Source: an optimization exercise on an open RTL-to-GDS flow (aim: small area and a short achievable clock period). Production flows keep margins and buffers that such runs may drop.
Function was checked by simulation only, so behaviour that the tests miss may differ from the original.
Power is estimated from default activity; no workload was simulated.

==> 03-26: inputs <==
Design running_average, start of the top module:
module running_average #(
  parameter N = 4,
  parameter DATAWIDTH = 32
)(
  input   wire        clk,
  input   wire        reset,
  input   wire [DATAWIDTH -1 : 0] data_i,
  output  wire [DATAWIDTH -1 : 0] average_o
);
Settings: LEC_CHECK=0, CAP_MARGIN=0, CORE_MARGIN=2, CORE_UTILIZATION=60, CTS_BUF_LIST=sky130_fd_sc_hd__clkbuf_4 sky130_fd_sc_hd__clkbuf_8, SETUP_SLACK_MARGIN=2.6, SLEW_MARGIN=0, SYNTH_HIERARCHICAL=1; clock period 7.0 ns.
standard.sh (not shown) runs the stock make flow with config.mk's settings and CLKGATE_MAP_FILE= SYNTH_SCRIPT=/design/flow/synth_recipe.tcl, a recipe that flattens the netlist after the stock synthesis.
==> flow/flow/run.sh <==
#!/bin/bash
set -euo pipefail
here=$(pwd)
DU_DEFAULT=$(cat flow/default_dont_use.txt)
DU_BIG=$(cat flow/big_cells.txt)
bash standard.sh DONT_USE_CELLS="$DU_DEFAULT $DU_BIG" synth > "$here/synth.log" 2>&1
args=()
if [[ -f flow/pnr_args.txt ]]; then
  while IFS= read -r line; do
    [[ -n "$line" && "$line" != \#* ]] && args+=("$line")
  done < flow/pnr_args.txt
fi
bash standard.sh "${args[@]}" finish > "$here/pnr.log" 2>&1
Other scripts of this flow, unchanged in this note and not shown: flow/flow/big_cells.txt, flow/flow/default_dont_use.txt, flow/flow/pnr_args.txt
==> inputs of 12-23, as changes to 03-26 <==
Settings changed: CORE_UTILIZATION 60 to 50, SETUP_SLACK_MARGIN 2.6 to 2.5.
==> impl_metrics.py <==
metrics = {
    "routing": {
        "num_vias": 3773,
    },
    "finish": {
        "multi_input_area_share_pct": 48.0,
    },
    "run_status": {
        "status": "complete, no violations",
    },
    "cts": {
        "clk_pin_slew_ps": 90,
    },
    "sta": {
        "fmax_mhz": 225,
    },
    "placed_design": {
        "dpl-instance-area_sq_mm": 0.00583,
    },
}
Source of the figures above: 12-23

==> impl_metrics.py <==
metrics = {
    "placed_design": {
        "dpl-instance-area_sq_mm": 0.00579,
    },
    "cts": {
        "clk_pin_slew_ps": 100,
    },
    "routing": {
        "num_vias": 3770,
    },
    "sta": {
        "fmax_mhz": 229,
        "relSlewSlack_pct": 59.2,
    },
    "run_status": {
        "status": "complete, no violations",
    },
    "pwr": {
        "power-top-group": "combinational logic",
    },
}
Source of the figures above: 03-26



==> zinc <==
Another version of the RTL of running_average (not shown whole).
Settings: LEC_CHECK=0, CAP_MARGIN=0, CORE_MARGIN=2, CORE_UTILIZATION=60, CTS_BUF_LIST=sky130_fd_sc_hd__clkbuf_4 sky130_fd_sc_hd__clkbuf_8, CTS_CLUSTER_DIAMETER=100, CTS_CLUSTER_SIZE=32, SETUP_SLACK_MARGIN=2.5, SLEW_MARGIN=0, SYNTH_HIERARCHICAL=1; clock period 7.0 ns.
==> flow/flow/pnr_args.txt <==
BUFFER_PORTS_ARGS=-buffer_cell sky130_fd_sc_hd__buf_1
Scripts as last shown in full above: flow/flow/run.sh
Other scripts of this flow, unchanged in this note and not shown: flow/flow/big_cells.txt, flow/flow/default_dont_use.txt
==> cedar: changes against zinc <==
==> flow/flow/pnr_args.txt (replaced) <==
BUFFER_PORTS_ARGS=-buffer_cell sky130_fd_sc_hd__buf_1
RECOVER_POWER=100
--- a/flow/config.mk
+++ b/flow/config.mk
@@ -11,4 +11,2 @@
 export CTS_BUF_LIST = sky130_fd_sc_hd__clkbuf_4 sky130_fd_sc_hd__clkbuf_8
-export CTS_CLUSTER_DIAMETER = 100
-export CTS_CLUSTER_SIZE = 32
 export SETUP_SLACK_MARGIN = 2.5
==> impl_metrics.py <==
metrics = {
    "drt": {
        "vias": 4303,
    },
    "cells_and_area": {
        "drive_above_1_share": 0.1191,
    },
    "sta": {
        "drv_slew": 69,
        "period_minus_slack_ns": 4.766,
        "worstMarginPinSlew_ns": 1.573,
    },
    "power": {
        "share_comb_of_total_power": 0.509,
        "swShare": 0.4334,
        "power_switching_w": 0.0009610,
        "power_w": 0.002217,
    },
    "critical_path": {
        "crit_chain": "clkbuf_1 > fa_1 > nand2_1 > o21ai_0 > a21oi_1 > o21ai_0 > a21oi_1 > o21bai_1 > a21boi_0 > o21ai_0 > xor2_1",
        "worst_setup_path_end_kind": "flop",
        "cp.depth": 11,
        "path_class": "in2reg",
    },
    "outcome": {
        "status": "failed layout checks",
        "failed_checks": "capacitance limit, slew limit",
    },
    "flow_run": {
        "cap_viol_max_count": 3,
    },
}
(the above is from cedar)
==> impl_metrics.py <==
metrics = {
    "sta": {
        "drv_slew": 0,
        "period_minus_slack_ns": 4.436,
        "worstMarginPinSlew_ns": 0.7693,
    },
    "flow_run": {
        "cap_viol_max_count": 0,
    },
    "power": {
        "power_switching_w": 0.0009659,
        "power_w": 0.002230,
        "swShare": 0.4331,
        "share_comb_of_total_power": 0.511,
    },
    "outcome": {
        "status": "complete, no violations",
    },
}
(the above is from zinc)


==> build 20: inputs <==
Another version of the RTL of running_average (not shown whole).
clock: 7.0 ns
lec_check: 0
cap_margin: 20
core_margin: 2
core_utilization: 40
setup_slack_margin: 3.0
slew_margin: 20
synth_hierarchical: 1
run.sh (not shown) runs the stock make flow with config.mk's settings and CLKGATE_MAP_FILE= SYNTH_SCRIPT=/design/flow/synth_recipe.tcl, a recipe that flattens the netlist after the stock synthesis.
Stock flow here: none of the scripts above is used.
==> trial 89: changes against build 20 <==
SETUP_SLACK_MARGIN = 5.0   (was 3.0)
==> trial 56: changes against build 20 <==
==> flow/flow/run.sh (new file) <==
#!/bin/bash
# Standard layout, logs kept in this folder.
cp standard.sh flow/standard.sh.copy 2>/dev/null
bash standard.sh > standard.log 2>&1
==> flow/flow/standard.sh.copy (new file) <==
#!/bin/bash
# The standard flow's own layout of this design, on the ORFS make targets given (by default finish). After
# finish it leaves the final layout's DEF at /design/flow/out/final.def.
set -euo pipefail
make -C /OpenROAD-flow-scripts/flow DESIGN_CONFIG=/design/flow/config.mk WORK_HOME=/design/flow/orfs CLKGATE_MAP_FILE= SYNTH_SCRIPT=/design/flow/synth_recipe.tcl CAP_MARGIN=20 CORE_MARGIN=2 CORE_UTILIZATION=40 SETUP_SLACK_MARGIN=3.0 SLEW_MARGIN=20 SYNTH_HIERARCHICAL=1 "${@:-finish}"
if [[ -f /design/flow/orfs/results/sky130hd/running_average/base/6_final.odb ]]; then
  : # left out here: write the final layout as DEF
fi
==> flow/standard.sh (new file) <==
#!/bin/bash
# synth_recipe.tcl (not shown) runs the flow's synth.tcl, then flattens the netlist and writes it again
# the make line also repeats each setting of config.mk as NAME=value (left out here)
make -C /OpenROAD-flow-scripts/flow DESIGN_CONFIG=/design/flow/config.mk WORK_HOME=/design/flow/orfs CLKGATE_MAP_FILE= SYNTH_SCRIPT=/design/flow/synth_recipe.tcl "${@:-finish}"
removed: flow/run.sh
==> out/qor.yml <==
power_density_nw_per_um2: 385.0
p_sw_mw: 1.273
grt_usage: 0.1759
nFillCells: 1328
outcome: "no timing/DRC/antenna violations"
finish.utilization: 0.5457
crit_start: "data_i[7]"
slowest_delay_ps: 170
path_cells: "buf_6 > nor2_4 > nor2_4 > a21oi_2 > o21ai_4 > buf_6 > a21oi_4 > buf_6 > buf_12 > inv_2 > a21oi_2 > xnor2_1 > buf_2"
post-route-period-util: 0.6272
whs_ps: 404.2
ir_worst_vdd_mv: 0.1904
the above is filed under trial 56

==> out/qor.yml <==
grt_usage: 0.1938
whs_ps: 406.6
path_cells: "buf_8 > nor2_4 > o21ai_4 > a21oi_4 > o21ai_4 > a21oi_4 > buf_12 > inv_4 > a21boi_2 > xnor2_1 > buf_2"
outcome: "no timing/DRC/antenna violations"
post-route-period-util: 0.6207
crit_start: "data_i[9]"
nFillCells: 1173
ir_worst_vdd_mv: 0.1823
finish.utilization: 0.6188
the above is filed under trial 89

==> out/qor.yml <==
outcome: "no timing/DRC/antenna violations"
slowest_delay_ps: 170
rows: 45
nFillCells: 1328
finish.utilization: 0.5457
grt_usage: 0.1759
crit_start: "data_i[7]"
wl_met3_um: 414
ir_worst_vdd_mv: 0.1904
relSlewSlack: 0.4348
seq_cell_count: 96
path_cells: "buf_6 > nor2_4 > nor2_4 > a21oi_2 > o21ai_4 > buf_6 > a21oi_4 > buf_6 > buf_12 > inv_2 > a21oi_2 > xnor2_1 > buf_2"
async_reset_ff_frac: 1.000
p_sw_mw: 1.273
the above is filed under build 20



==> inputs of 11-13 <==
running_average again, from the RTL that the note above started with.
// running_average
module running_average #(
  parameter N = 4,
  parameter DATAWIDTH = 32
)(
  input   wire        clk,
  input   wire        reset,
  input   wire [DATAWIDTH -1 : 0] data_i,
  output  wire [DATAWIDTH -1 : 0] average_o
);
reg  [31:0] s1, s2, s3;
wire [31:0] s3_n;
wire [29:0] avg;
ra_add_out u_out (.a(data_i), .b(s3), .r(reset), .y(avg));
ra_add_nxt u_nxt (.a(s1), .b(s2), .c(data_i), .y(s3_n));
always_ff @(posedge clk or posedge reset) begin
  if (reset) begin
    s1 <= '0;
    s2 <= '0;
    s3 <= '0;
  end else begin
    s1 <= data_i;
    s2 <= s1;
    s3 <= s3_n;
  end
end
assign average_o = {2'b00, avg};
endmodule
Settings: LEC_CHECK=0, CAP_MARGIN=20, CORE_MARGIN=2, CORE_UTILIZATION=40, CTS_BUF_LIST=sky130_fd_sc_hd__clkbuf_4 sky130_fd_sc_hd__clkbuf_8, SETUP_SLACK_MARGIN=2.5, SLEW_MARGIN=20, SYNTH_HIERARCHICAL=1; clock period 7.0 ns.
standard.sh (not shown) runs the stock make flow with config.mk's settings and CLKGATE_MAP_FILE= SYNTH_SCRIPT=/design/flow/synth_recipe.tcl, a recipe that flattens the netlist after the stock synthesis.
==> flow/flow/run.sh <==
#!/bin/bash
set -euo pipefail
here=$(pwd)
DU_DEFAULT=$(cat flow/default_dont_use.txt)
DU_BIG=$(cat flow/big_cells.txt)
bash standard.sh DONT_USE_CELLS="$DU_DEFAULT $DU_BIG" synth > "$here/synth.log" 2>&1
args=()
if [[ -f flow/pnr_args.txt ]]; then
  while IFS= read -r line; do
    [[ -n "$line" && "$line" != \#* ]] && args+=("$line")
  done < flow/pnr_args.txt
fi
bash standard.sh "${args[@]}" finish > "$here/pnr.log" 2>&1
==> flow/flow/pnr_args.txt <==
BUFFER_PORTS_ARGS=-buffer_cell sky130_fd_sc_hd__buf_2
Other scripts of this flow, unchanged in this note and not shown: flow/flow/big_cells.txt, flow/flow/default_dont_use.txt
==> inputs of 02-20, as changes to 11-13 <==
SETUP_SLACK_MARGIN = 1.5   (was 2.5)
==> inputs of 12-19, as changes to 11-13 <==
==> flow/flow/pnr_args.txt (replaced) <==
BUFFER_PORTS_ARGS=-buffer_cell sky130_fd_sc_hd__buf_1
CAP_MARGIN = 0   (was 20)
CORE_UTILIZATION = 60   (was 40)
SLEW_MARGIN = 0   (was 20)
==> results.txt <==
- Setup repair after global routing could not meet its margin everywhere.
- The flow ran to the end and the layout has no timing, DRC or antenna violations.
- The met2 wire length is 5950 microns.
- The total non-filler cell area in the finished layout is 6660 sq um.
- At the end of the flow the core is filled with cells to 48.0%.
- The leakage power is 0.00291 uW.
- Leaving out filler cells and counting taps, the final layout contains 903.
- The least setup slack across all paths after layout is approximately 2.6 ns.
- The routability congestion estimate is 0.784.
- In the finished design, the share of the clock period the worst path needs comes to between 60% and 70%.
- From left edge to right edge, the die measures 123 microns.
- The die area is 15,200 sq um.
-- figures above: 11-13

==> results.txt <==
- Summing over every cut layer, the via total after detailed routing is about 4.3k.
- The routability congestion estimate is 0.847.
- After detailed routing, the met2 layer carries 5480 microns of wire.
- Setup repair after global routing left no endpoint under its margin.
- The total non-filler cell area in the finished layout is approximately 6500 sq um.
- The run finished with no timing, DRC or antenna violations.
- In this run the horizontal extent of the chip is 123 microns.
- The least setup slack across all paths after layout is 1.82 ns.
- The parity-gate share of the synthesized area counting xor and xnor cells is 14.1%.
- Once layout is complete, the utilization of the core stands at 46.7%.
- In this run, flip-flops and latches consume between 30% and 40% of the power.
- For this run, the number of standard cells in the final layout without fillers is 895.
- The die covers ~15,000 sq um.
- For met3 alone, demand over resource in global routing was 3.37%.
- The via count of the first global-routing pass is 4,244.
- The buffer and inverter count on the worst path is 3.
- Summed over all cells, the static leakage comes to 0.00287 uW.
- The final critical path takes up 74.0% of the cycle.
-- figures above: 02-20

==> results.txt <==
- The number of cells in the finished layout apart from fillers is 849.
- In this run the horizontal extent of the chip is 101 microns.
- The run finished with no timing, DRC or antenna violations.
- Setup repair after global routing could not meet its margin everywhere.
- The leakage power is 0.00281 uW.
- The share of the cycle needed by the critical path after routing is 62.9%.
- The total non-filler cell area in the finished layout is about 6500 sq um.
- Wire segments on met2 add up to 5950 microns in the final route.
- The die area is 10,300 sq um.
- Cells fill 70.6% of the core in the end.
- The least setup slack across all paths after layout is 2.60 ns.
- The synthesized cell area is 5700 sq um.
- Routability-driven placement finished with a final weighted congestion of ~0.83.
-- figures above: 12-19



==> branch indigo: inputs <==
running_average with an RTL version that a note above also has.
// running_average
module running_average #(
  parameter N = 4,
  parameter DATAWIDTH = 32
)(
  input   wire        clk,
  input   wire        reset,
  input   wire [DATAWIDTH -1 : 0] data_i,
  output  wire [DATAWIDTH -1 : 0] average_o
);
reg  [31:0] s1, s2, s3;
wire [31:0] s3_n;
wire [29:0] avg;
ra_add_out u_out (.a(data_i), .b(s3), .r(reset), .y(avg));
ra_add_nxt u_nxt (.a(s1), .b(s2), .c(data_i), .y(s3_n));
always_ff @(posedge clk or posedge reset) begin
  if (reset) begin
    s1 <= '0;
    s2 <= '0;
    s3 <= '0;
  end else begin
    s1 <= data_i;
    s2 <= s1;
    s3 <= s3_n;
  end
end
assign average_o = {2'b00, avg};
endmodule
export LEC_CHECK = 0
export CAP_MARGIN = 0
export CORE_MARGIN = 2
export CORE_UTILIZATION = 60
export CTS_BUF_LIST = sky130_fd_sc_hd__clkbuf_4 sky130_fd_sc_hd__clkbuf_8
export SETUP_SLACK_MARGIN = 2.6
export SLEW_MARGIN = 0
export SYNTH_HIERARCHICAL = 1
create_clock -name core_clock -period 7.0 [get_ports {clk}]
Scripts as last shown in full above: flow/flow/run.sh
Other scripts of this flow, unchanged in this note and not shown: flow/flow/big_cells.txt, flow/flow/default_dont_use.txt, flow/flow/pnr_args.txt
==> branch raven: changes against branch indigo <==
--- a/flow/config.mk
+++ b/flow/config.mk
@@ -7,8 +7,8 @@
 export LEC_CHECK = 0
 export CAP_MARGIN = 0
 export CORE_MARGIN = 2
-export CORE_UTILIZATION = 60
+export CORE_UTILIZATION = 75
 export CTS_BUF_LIST = sky130_fd_sc_hd__clkbuf_4 sky130_fd_sc_hd__clkbuf_8
-export SETUP_SLACK_MARGIN = 2.6
+export SETUP_SLACK_MARGIN = 2.5
 export SLEW_MARGIN = 0
 export SYNTH_HIERARCHICAL = 1
==> branch amber: changes against branch indigo <==
--- a/flow/config.mk
+++ b/flow/config.mk
@@ -9,6 +9,6 @@
 export CORE_MARGIN = 2
 export CORE_UTILIZATION = 60
 export CTS_BUF_LIST = sky130_fd_sc_hd__clkbuf_4 sky130_fd_sc_hd__clkbuf_8
-export SETUP_SLACK_MARGIN = 2.6
+export SETUP_SLACK_MARGIN = 2.5
 export SLEW_MARGIN = 0
 export SYNTH_HIERARCHICAL = 1
==> flow_metrics.py <==
metrics = {
    "status": {
        "outcome": "complete, no violations",
    },
    "global_routing": {
        "grt_start_max_net_pins": 62,
        "use_met2_pct": 40.8,
    },
    "setup_path": {
        "crit_path_end": "average_o[29]",
        "rrSetupSlack_ps": 3590,
    },
    "power_and_ir_drop": {
        "vdd_drop_max_v": 0.000187,
        "powerComb_mw": 1.20,
        "intPower_mw": 1.30,
        "seq-power_mw": 0.720,
    },
    "layout": {
        "buffers": 75,
    },
    "routing": {
        "routedWlPerCell_um": 14.8,
    },
}
[end of results for branch indigo]
==> flow_metrics.py <==
metrics = {
    "status": {
        "outcome": "complete, no violations",
    },
    "power_and_ir_drop": {
        "powerComb_mw": 1.14,
        "seq-power_mw": 0.712,
        "intPower_mw": 1.26,
        "vdd_drop_max_v": 0.000181,
    },
    "routing": {
        "routedWlPerCell_um": 14.7,
    },
    "setup_path": {
        "rrSetupSlack_ps": 3510,
        "crit_path_end": "average_o[25]",
    },
    "timing": {
        "maxSlewViolCount": 0,
    },
    "layout": {
        "final_core_util_pct": 70.5,
        "buffers": 70,
    },
    "global_routing": {
        "grt_start_max_net_pins": 62,
    },
}
[end of results for branch amber]
==> flow_metrics.py <==
metrics = {
    "status": {
        "outcome": "complete, no violations",
    },
    "power_and_ir_drop": {
        "intPower_mw": 1.23,
        "seq-power_mw": 0.716,
        "vdd_drop_max_v": 0.000243,
        "powerComb_mw": 1.19,
        "p_clk_share_pct": 15.7,
    },
    "setup_path": {
        "rrSetupSlack_ps": 3520,
        "timing.rr.start": "s1[2]",
        "crit_path_end": "average_o[9]",
    },
    "routing": {
        "routedWlPerCell_um": 17.8,
    },
    "layout": {
        "buffer_area_share_pct": 5.15,
        "buffers": 72,
    },
    "global_routing": {
        "grt_start_max_net_pins": 52,
        "use_met2_pct": 60.7,
    },
    "timing": {
        "setup_ws_ps": 2470,
    },
}
[end of results for branch raven]

==> re-timing with driven ports <==
How much do the figures lean on ideal ports? The routed layouts below were timed once more, with nothing changed but the port constraints. Step 1: set_driving_cell puts a clkbuf_16 on clk and a buf_2 on each other input, an assumption about the parent block. Step 2 adds t to the input delays and takes it off the output delays; t is the mean of the earliest and latest rising clock arrival at the registers after step 1. Input paths then give back, and output paths get back, about the clock's delay inside the block. a / b / c = ideal / step 1 / step 2; a / b = the first two.
run	t (ns)	setup slack, ns	hold slack, ns	worst register clock-pin slew, ns	worst slew at a driven data input, ns
03-26	0.382	2.637 / 2.601 / 2.457	0.405 / 0.405 / 0.405	0.10 / 0.10	0.05
12-23	0.386	2.554 / 2.533 / 2.533	0.405 / 0.405 / 0.405	0.09 / 0.09	0.05
zinc	0.394	2.564 / 2.538 / 2.343	0.413 / 0.413 / 0.413	0.10 / 0.10	0.05
cedar	0.391	2.234 / 2.245 / 1.854	0.413 / 0.413 / 0.413	0.10 / 0.10	0.04
build 20	0.385	2.610 / 2.576 / 2.576	0.404 / 0.404 / 0.404	0.07 / 0.07	0.06
trial 89	0.397	2.655 / 2.614 / 2.614	0.407 / 0.407 / 0.407	0.07 / 0.07	0.07
trial 56	0.385	2.610 / 2.576 / 2.576	0.404 / 0.404 / 0.404	0.07 / 0.07	0.06
11-13	0.408	2.600 / 2.577 / 2.438	0.410 / 0.410 / 0.410	0.09 / 0.09	0.04
02-20	0.399	1.818 / 1.798 / 1.798	0.405 / 0.405 / 0.405	0.10 / 0.10	0.05
12-19	0.389	2.596 / 2.574 / 2.533	0.406 / 0.406 / 0.406	0.10 / 0.10	0.05
branch indigo	0.392	2.648 / 2.624 / 2.438	0.412 / 0.412 / 0.412	0.10 / 0.10	0.04
branch raven	0.402	2.470 / 2.439 / 2.350	0.406 / 0.406 / 0.406	0.10 / 0.10	0.04
branch amber	0.394	2.564 / 2.538 / 2.343	0.413 / 0.413 / 0.413	0.10 / 0.10	0.05
The setup slack of cedar, which loses most, moves by +0.011 ns with the drivers and by -0.380 ns with both steps.
